Source: an optimization exercise on an open RTL-to-GDS flow (aim: a short achievable clock period and few clock cycles). Production flows keep margins and buffers that such runs may drop.
Only simulation tests tie the RTL to the original design; equivalence was not proved.
Power is estimated from default activity; no workload was simulated.

### design/flow/config.mk
export PLATFORM = sky130hd
export DESIGN_NAME = MY32CPU_top
export DESIGN_NICKNAME = MY32CPU_top
export VERILOG_FILES = /design/flow/design.v
export SDC_FILE = /design/flow/constraint.sdc
export NUM_CORES = 4
export LEC_CHECK = 0
export CAP_MARGIN = 20
export CORE_MARGIN = 2
export CORE_UTILIZATION = 40
export PLACE_DENSITY = 0.6
export SLEW_MARGIN = 20
### design/flow/constraint.sdc
create_clock -name core_clock -period 11.0 [get_ports {CLK}]
set_input_delay 2.2000 -clock core_clock [delete_from_list [all_inputs] [get_ports {CLK}]]
set_output_delay 2.2000 -clock core_clock [all_outputs]
set_load 0.01 [all_outputs]
### design/flow/design.v
 module ALU(
	input [1:0] ALUOp,
	input [31:0] SrcA,
	input [31:0] SrcB,	
	output signed [31:0] ALUout,
	output flag
 );
   reg signed [32:0] tout;
	always @(*)begin  
		case(ALUOp)
			2'b00: tout <= SrcA + SrcB;
			2'b01: tout <= SrcA - SrcB;
			2'b10: tout <= SrcA & SrcB;
			2'b11: tout <= SrcA | SrcB;
		endcase
	end
    assign flag = tout[32];  
    assign ALUout = tout[31:0];  
endmodule
 module DECODER(
	input [31:0] INST,
	output [4:0] rs,
	output [4:0] rt,
	output [4:0] rd,
	output [1:0] ALUOp,
	output InstType,
	output RegWrite,
	output MemWrite,
	output MemRegWriteSelect,
	output BranchEnable
 );
	wire [31:0] opcode;
	wire [5:0]  funct;
	assign opcode = INST[31:26];
	assign rs = INST[25:21];
	assign funct = INST[5:0];
	assign rt = INST[20:16];
	assign rd = INST[15:11];
	reg [1:0]ALUOp_temp;
	assign ALUOp = ALUOp_temp;
	reg InstType_temp;
	assign InstType = InstType_temp;
	reg RegWrite_temp;
	assign RegWrite = RegWrite_temp;
	reg MemWrite_temp;
	assign MemWrite = MemWrite_temp;
	reg MemRegWriteSelect_temp;
	assign MemRegWriteSelect = MemRegWriteSelect_temp;
	reg BranchEnable_temp;
	assign BranchEnable = BranchEnable_temp;
	always @(*)begin
		if(opcode == 6'b0)begin  
			InstType_temp = 0;
			BranchEnable_temp = 0;
			case(funct)
				6'b100000 : begin ALUOp_temp = 2'b00; 
									RegWrite_temp = 1;
									MemWrite_temp = 0;
									MemRegWriteSelect_temp = 0;
								end
				6'b101011 : begin ALUOp_temp = 2'b01; 
									RegWrite_temp = 1;
									MemWrite_temp = 0;
									MemRegWriteSelect_temp = 0;
								end
				6'b100100 : begin ALUOp_temp = 2'b01; 
									RegWrite_temp = 1;
									MemWrite_temp = 0;
									MemRegWriteSelect_temp = 0;
								end
				6'b100101 : begin ALUOp_temp = 2'b11; 
									RegWrite_temp = 1;
									MemWrite_temp = 0;
									MemRegWriteSelect_temp = 0;
								end
				default   : begin ALUOp_temp = 2'b00; 
									RegWrite_temp = 1;
									MemWrite_temp = 0;
									MemRegWriteSelect_temp = 0;
							   end
			endcase
		end
		else begin  
			InstType_temp = 1;
			case(opcode)
				6'b001000 : begin ALUOp_temp = 2'b00; 
									RegWrite_temp = 1;
									MemWrite_temp = 0;
									MemRegWriteSelect_temp = 0;
									BranchEnable_temp = 0;
								end
				6'b101011 : begin ALUOp_temp = 2'b00; 
									RegWrite_temp = 0;
									MemWrite_temp = 1;
									MemRegWriteSelect_temp = 0;
									BranchEnable_temp = 0;
								end
				6'b100011 : begin ALUOp_temp = 2'b00; 
									RegWrite_temp = 1;
									MemWrite_temp = 0;
									MemRegWriteSelect_temp = 1;
									BranchEnable_temp = 0;
								end
				6'b000111 : begin ALUOp_temp = 2'b00; 
									RegWrite_temp = 0;
									MemWrite_temp = 0;
									MemRegWriteSelect_temp = 1;
									BranchEnable_temp = 1;
								end
				default :   begin ALUOp_temp = 2'b00; 
									RegWrite_temp = 1;
									MemWrite_temp = 0;
									MemRegWriteSelect_temp = 0;
									BranchEnable_temp = 0;
								end
			endcase
		end
	end
 endmodule
	 module REGISTER(
	input CLK,
	input RST,
	input [4:0] REGNUM0,REGNUM1,REGNUM2,  
	input [31:0] data_in,
	input WE0,  
	output [31:0] DOUT0,DOUT1
	);
	reg[31:0] r[15:0];  
	assign DOUT0 = (REGNUM0==0 || REGNUM0[4]) ? 0 : r[REGNUM0[3:0]];
	assign DOUT1 = (REGNUM1==0 || REGNUM1[4]) ? 0 : r[REGNUM1[3:0]];
	integer i;
	always @(posedge CLK) begin
		if(WE0 && !REGNUM2[4]) r[REGNUM2[3:0]] <= data_in;
		if(RST)begin
			for(i=0;i<16;i=i+1)
				r[i] <= 0;
		end
	end
endmodule
	 module RAM(
	input CLK,
	input RST,
	input [5:0] ADDR,
	input [31:0] data_in,
	input WE0,
	output [31:0] ReadData,
	output [9:0]M0
	);
	reg[31:0] m[31:0];  
	assign ReadData = m[ADDR[4:0]];
	assign M0 = m[5'b0][9:0];
	integer i;
	always @(posedge CLK) begin
		if(WE0) m[ADDR[4:0]] <= data_in;
		if(RST)begin
			for(i=0;i<32;i=i+1)
				m[i] <= 0;
		end
	end
endmodule
 module PC(
	input CLK,
	input RST,
	output [4:0] IADDR,  
	input [31:0] IDATA,  
	output[31:0] INST,  
	input BranchTrue,
	input [31:0] SrcB
);
	wire [4:0] addr;
	assign IADDR = addr;
	assign INST = IDATA;  
	COUNTER5b COUNTER(.CLK(CLK),
							.RST(RST),
							.addr(addr),
							.BranchTrue(BranchTrue),
							.SrcB(SrcB)
							);
endmodule
module COUNTER5b(
	input CLK,
	input RST,
	output [4:0] addr,
	input BranchTrue,
	input [31:0] SrcB
);
	reg[4:0] count;
	always @(posedge CLK) begin
		if(RST == 1 ) begin
			count <= 5'b0;
		end
		else if(BranchTrue == 1) begin
			count <= count + SrcB[4:0];
		end
		else begin
			count <= count + 5'b1;
		end
	end
	assign addr = count;
endmodule
module MY32CPU_top(
	input CLK,
	input RST,
	output [4:0] imem_addr,    
	input [31:0] imem_data,    
	output reg_we,             
	output [4:0] reg_waddr,
	output [31:0] reg_wdata,
	output mem_we,             
	output [4:0] mem_addr,
	output [31:0] mem_wdata,
	output [9:0] LEDR
);
	wire [31:0] INST;
	wire [4:0] rs;
	wire [4:0] rt;
	wire [4:0] rd;
	reg [4:0] A0;  
	reg [4:0] A1;
	reg [4:0] A2;
	wire InstType;
	wire [1:0] ALUOp;
	wire signed [31:0] ALUout;
	wire [31:0] SrcA;  
	reg [31:0] SrcB;
	wire[31:0] RD0;  
	wire[31:0] RD1;
	wire WriteEnable;
	wire MemWriteEnable;
	wire[31:0] ReadData;
	wire flag;
	assign SrcA = RD0;
	wire MemRegWriteSelect;  
	reg [31:0]REG_DIN;
	wire BranchEnable;
	reg BranchTrue;
	always @(*)begin
		A0 = rs;
		if(InstType == 0)begin 
			A1 <= rt;
			A2 <= rd;
			SrcB <= RD1;
		end
		else begin  
			A1 <= rt;
			A2 <= rt;
			SrcB <= INST[5:0];  
		end
		if(MemRegWriteSelect == 0)begin
			REG_DIN <= ALUout;
		end
		else begin
			REG_DIN <= ReadData;
		end
		if(BranchEnable)begin  
			if(SrcA >0)begin
				BranchTrue <= 1;
			end
			else begin
				BranchTrue <= 0;
			end
		end
		else begin
			BranchTrue <= 0;
		end
	end
	assign reg_we = WriteEnable;
	assign reg_waddr = A2;
	assign reg_wdata = REG_DIN;
	assign mem_we = MemWriteEnable;
	assign mem_addr = ALUout[4:0];
	assign mem_wdata = RD1;
	DECODER DEC(.INST(INST),
					.rs(rs),
					.rt(rt),
					.rd(rd),
					.ALUOp(ALUOp),
					.InstType(InstType),
					.RegWrite(WriteEnable),
					.MemWrite(MemWriteEnable),
					.MemRegWriteSelect(MemRegWriteSelect),
					.BranchEnable(BranchEnable)
					);
	REGISTER REG(.REGNUM0(A0),
					 .REGNUM1(A1),
					 .REGNUM2(A2),
					 .data_in(REG_DIN),
					 .DOUT0(RD0),  
					 .DOUT1(RD1),  
					 .CLK(CLK),
					 .RST(RST),
					 .WE0(WriteEnable)
					 );
	PC PC(.CLK(CLK),  
			.RST(RST),
			.IADDR(imem_addr),
			.IDATA(imem_data),
			.INST(INST),
			.BranchTrue(BranchTrue),
			.SrcB(SrcB)
			);
	ALU ALU(.ALUOp(ALUOp),
			  .SrcA(SrcA),
			  .SrcB(SrcB),
			  .ALUout(ALUout),
			  .flag(flag));
	RAM RAM(.CLK(CLK),
			  .RST(RST),
			  .ADDR(ALUout[5:0]),
			  .data_in(RD1),
			  .WE0(MemWriteEnable),
			  .ReadData(ReadData),
			  .M0(LEDR)
			  );
endmodule
### design/flow/run.sh
#!/bin/bash
# synth_recipe.tcl (not shown) runs the flow's synth.tcl, then flattens the netlist and writes it again
# the make line also repeats each setting of config.mk as NAME=value (left out here)
make -C /OpenROAD-flow-scripts/flow DESIGN_CONFIG=/design/flow/config.mk WORK_HOME=/design/flow/orfs CLKGATE_MAP_FILE= SYNTH_SCRIPT=/design/flow/synth_recipe.tcl finish
==> flow_summary.yaml <==
run_status:
  status: "finished clean"
critical_path:
  worstPathRequired_ns: 8.80
  crit_arrival_ns: 8.64
  crit_path_frequent_cell: "buf_4"
  critPathSlowestCell: "clkdlybuf4s50_1"
  cp-end-kind: "primary output"
  cp-start-kind: "input pin"
  worst-path-max-fanout: 28
  critPathKind: "input pin to primary output"
  critPathMaxStageDelay_ns: 0.61
cts:
  clock-sinks: 1541
  insertion_delay_ns: 0.86
  cts_htree_levels: 4
  postCtsHoldBufs: 0
  tritoncts: "built"
  clockBufferDepth: 3
  clock-root-buffer: "clkbuf_16"
  clk_pin_slew_ns: 0.06
  cts_buffers: 167
power:
  fin_total_pwr_uw: 12500
  p_leak_uw: 0.0278
  vdd_drop_max_mv: 0.134
  power_density_nw_per_um2: 148
yosys:
  synthArstFlopShare: 0
  synth_area_leader_cell: "dfxtp_1"
  synth.area.top_cells: "dfxtp_1, mux4_2, nand2_1"
  synth_commonest_cells: "nand2_1, dfxtp_1, a21oi_1"
  synthFlopType: "dfxtp_1"
  yosysMostFrequentCell: "nand2_1"
  synth_top_area_frac: 0.418
  synth_nets: 8370
  synthCells: 8297
  synth_edf_count: 0
  synth_area_um2: 73900
  post_synth.cell_area_avg_um2: 8.91
  yosysUniqueCellTypes: 94
  ys_seq_area_frac: 0.418
  ys_warn_count: 6
  ys_seq_elements: 1541
global_route:
  grt.busiest_layer: "met2"
  grt_max_degree: 288
  met2_usage: 0.461
  overflow: 0
  gr-usage-met3: 0.0772
  met1_usage: 0.414
  grt_pass1_wl_mm: 435
  grt_util_all_layers: 0.312
  antenna_found_initial: 14
  first_global_vias: 62800
detailed_routing:
  viasPerCell: 6.20
  first_pass_iters: 6
  wl_mm: 301
  ant_nets: 0
  avgRoutedWirePerCell_um: 27.9
  drc: 0
  drt_iter0_markers: 9033
  via_count: 66900
layout:
  synthToLayoutAreaGrowth_pct: 14.7
  nFillCells: 17400
  fin_nets: 8267
  drive_gt1_frac: 0.170
flow_run:
  max_cap_violations: 0
floorplan:
  start_util: 0.403
  rows: 157
  ioPinCount: 125
  chipWidth_um: 434
  die-area_um2: 188000
  fp.dieH_um: 434
  core_area_um2: 183000
sta:
  finalCritPeriodShare: 0.985
  fin_skew_ns: 0.0606
  fmax_mhz: 92.3
  timing.final.crit_period_ns: 10.84
  slew_headroom: 0.187
  finalHoldViolCount: 0
  setup_viol: 0
  slew_viol_final: 0
  holdWs_ns: 0.448
  tightest_slew_ns: 1.21
hold_path:
  hold_class: "flop to flop"
placement:
  dp_hpwl_mm: 189
  gp_congestion: 0.987
  portBuffers: 119
[worst paths after layout]
| path | cells after the start | endpoint | start | slack, ns |
|---|---|---|---|---|
| min | 2 | RAM.m[24][23] | RAM.m[24][23] | 0.45 |
| max | 25 | reg_wdata[17] | imem_data[18] | 0.16 |
| min reg2reg | 2 | RAM.m[24][23] | RAM.m[24][23] | 0.45 |
| max reg2reg | 28 | REG.r[8][28] | REG.r[15][0] | 4.35 |
[per-layer routing]
metal  wire, µm  part of all wire  vias to the layer above
li1           -                 -                    29100
met1     116000              0.38                    32900
met2     130000              0.43                     4048
met3      35300              0.12                      842
met4      19700             0.065                       12
met5         70           0.00023                        -
[area by class of cell]
| class | count | area, µm² | share of cell area |
|---|---|---|---|
| Timing Repair inverter | 1 | 5.00 | 0.0000590 |
| Clock inverter | 46 | 538 | 0.00635 |
| Timing Repair Buffer | 571 | 5240 | 0.0618 |
| Clock buffer | 251 | 4850 | 0.0572 |
| Sequential cell | 1541 | 30800 | 0.364 |
| Antenna cell | 6 | 15.0 | 0.000177 |
| Multi-Input combinational cell | 5859 | 40000 | 0.472 |
| Inverter | 53 | 210 | 0.00248 |
| Tap cell | 2464 | 3080 | 0.0364 |
[logic make-up (layout without fill, tap and decap cells)]
family | after synthesis | count (layout) | synth area share
buffers and inverters | 897 | 922 | 0.0508
other | 0 | 6 | 0
XOR/XNOR | 42 | 42 | 0.00498
flip-flops | 1541 | 1541 | 0.418
multiplexers | 607 | 607 | 0.171
AND/OR/NAND/NOR | 3176 | 3176 | 0.190
AO/OA/AOI/OAI | 1995 | 1995 | 0.159
adder cells (fa/ha/maj) | 39 | 39 | 0.00681
[stage by stage]
stage	cell area (µm²)	util	cells	worst slack, ns	TNS, ns
after floorplan	73900	-	8297	0.243	0
after global placement	79000	0.431	10500	-0.0494	-0.0615
after detailed placement	79100	0.432	10500	0.0197	0
after CTS	84500	0.461	10800	0.0333	0
after global routing	84800	0.463	10800	-0.0344	-0.0664
final	84800	0.463	10800	0.161	0
[where the power goes]
group,leakage [µW],internal [µW],switching (µW)
sequential,0.0124,5600,12.7
clock,0.00263,3150,2480
combinational,0.0128,424,865
total,0.0278,9170,3350
[state kept, by name, indices dropped and copies added, names as in the netlist]
signal            count
REG.r               512
PC.COUNTER.count      5
RAM.m              1024
[layout by cell type (no fill, tap or decap), types with 29 or more instances in the layout]
cell / count
buf_12: 43
nand2b_1: 207
clkbuf_8: 31
and2_1: 49
o31ai_1: 29
a21oi_1: 1048
o211ai_1: 34
clkbuf_16: 169
ha_1: 37
clkbuf_1: 51
o21ai_0: 216
dfxtp_1: 1541
nand3b_1: 214
inv_1: 46
nor3_1: 41
nor2_4: 37
mux2_2: 37
mux4_2: 518
mux2i_1: 49
clkdlybuf4s50_1: 108
a211oi_1: 120
nand2_1: 2150
o22ai_1: 184
nor2_1: 258
buf_4: 405
a22oi_1: 128
[worst max-delay path, delay by kind of cell]
| kind | cells | cell delay [ns] |
|---|---|---|
| and+or+nand+nor | 5 | 0.84 |
| muxes | 2 | 1.14 |
| adders and majority gates | 1 | 0.38 |
| AOI/OAI and AO/OA | 5 | 1.12 |
| xor gates and xnor gates | 2 | 0.36 |
| buffers and inverters | 10 | 2.49 |
[repair_timing]
item / 4_1_cts / 5_1_grt
cloned: 0 / 1
gates resized for setup: 2 / 22
endpoints found under the hold margin: 0 / 0
pin swaps: 0 / 2
setup endpoints to repair: 2 / 17
setup buffers: 0 / 4
Testbench counts, summed over its fixed seeds: cycles 19,041.

==> static timing again, ports no longer ideal <==
In the flow no input, the clock included, has a driving cell. The finished layout below was timed again as built, in two steps.
Step 1, drivers: a clkbuf_16 drives CLK and a buf_2 each remaining input, both assumed.
Step 2 times the ports against the registers' clock, not the clock port: input delays grow and output delays shrink by t, the midpoint of the rising clock arrivals with the driver on.
Slacks: ideal / step 1 / step 2; pairs: ideal / step 1.
t (ns): 0.924
setup WS [ns]: 0.161 / 0.118 / 0.118
worst register clock-pin slew, ns: 0.08 / 0.08
After both steps setup and hold are still met in this run. For this run, drivers alone change the setup slack by -0.043 ns; drivers and shift together by -0.043 ns.
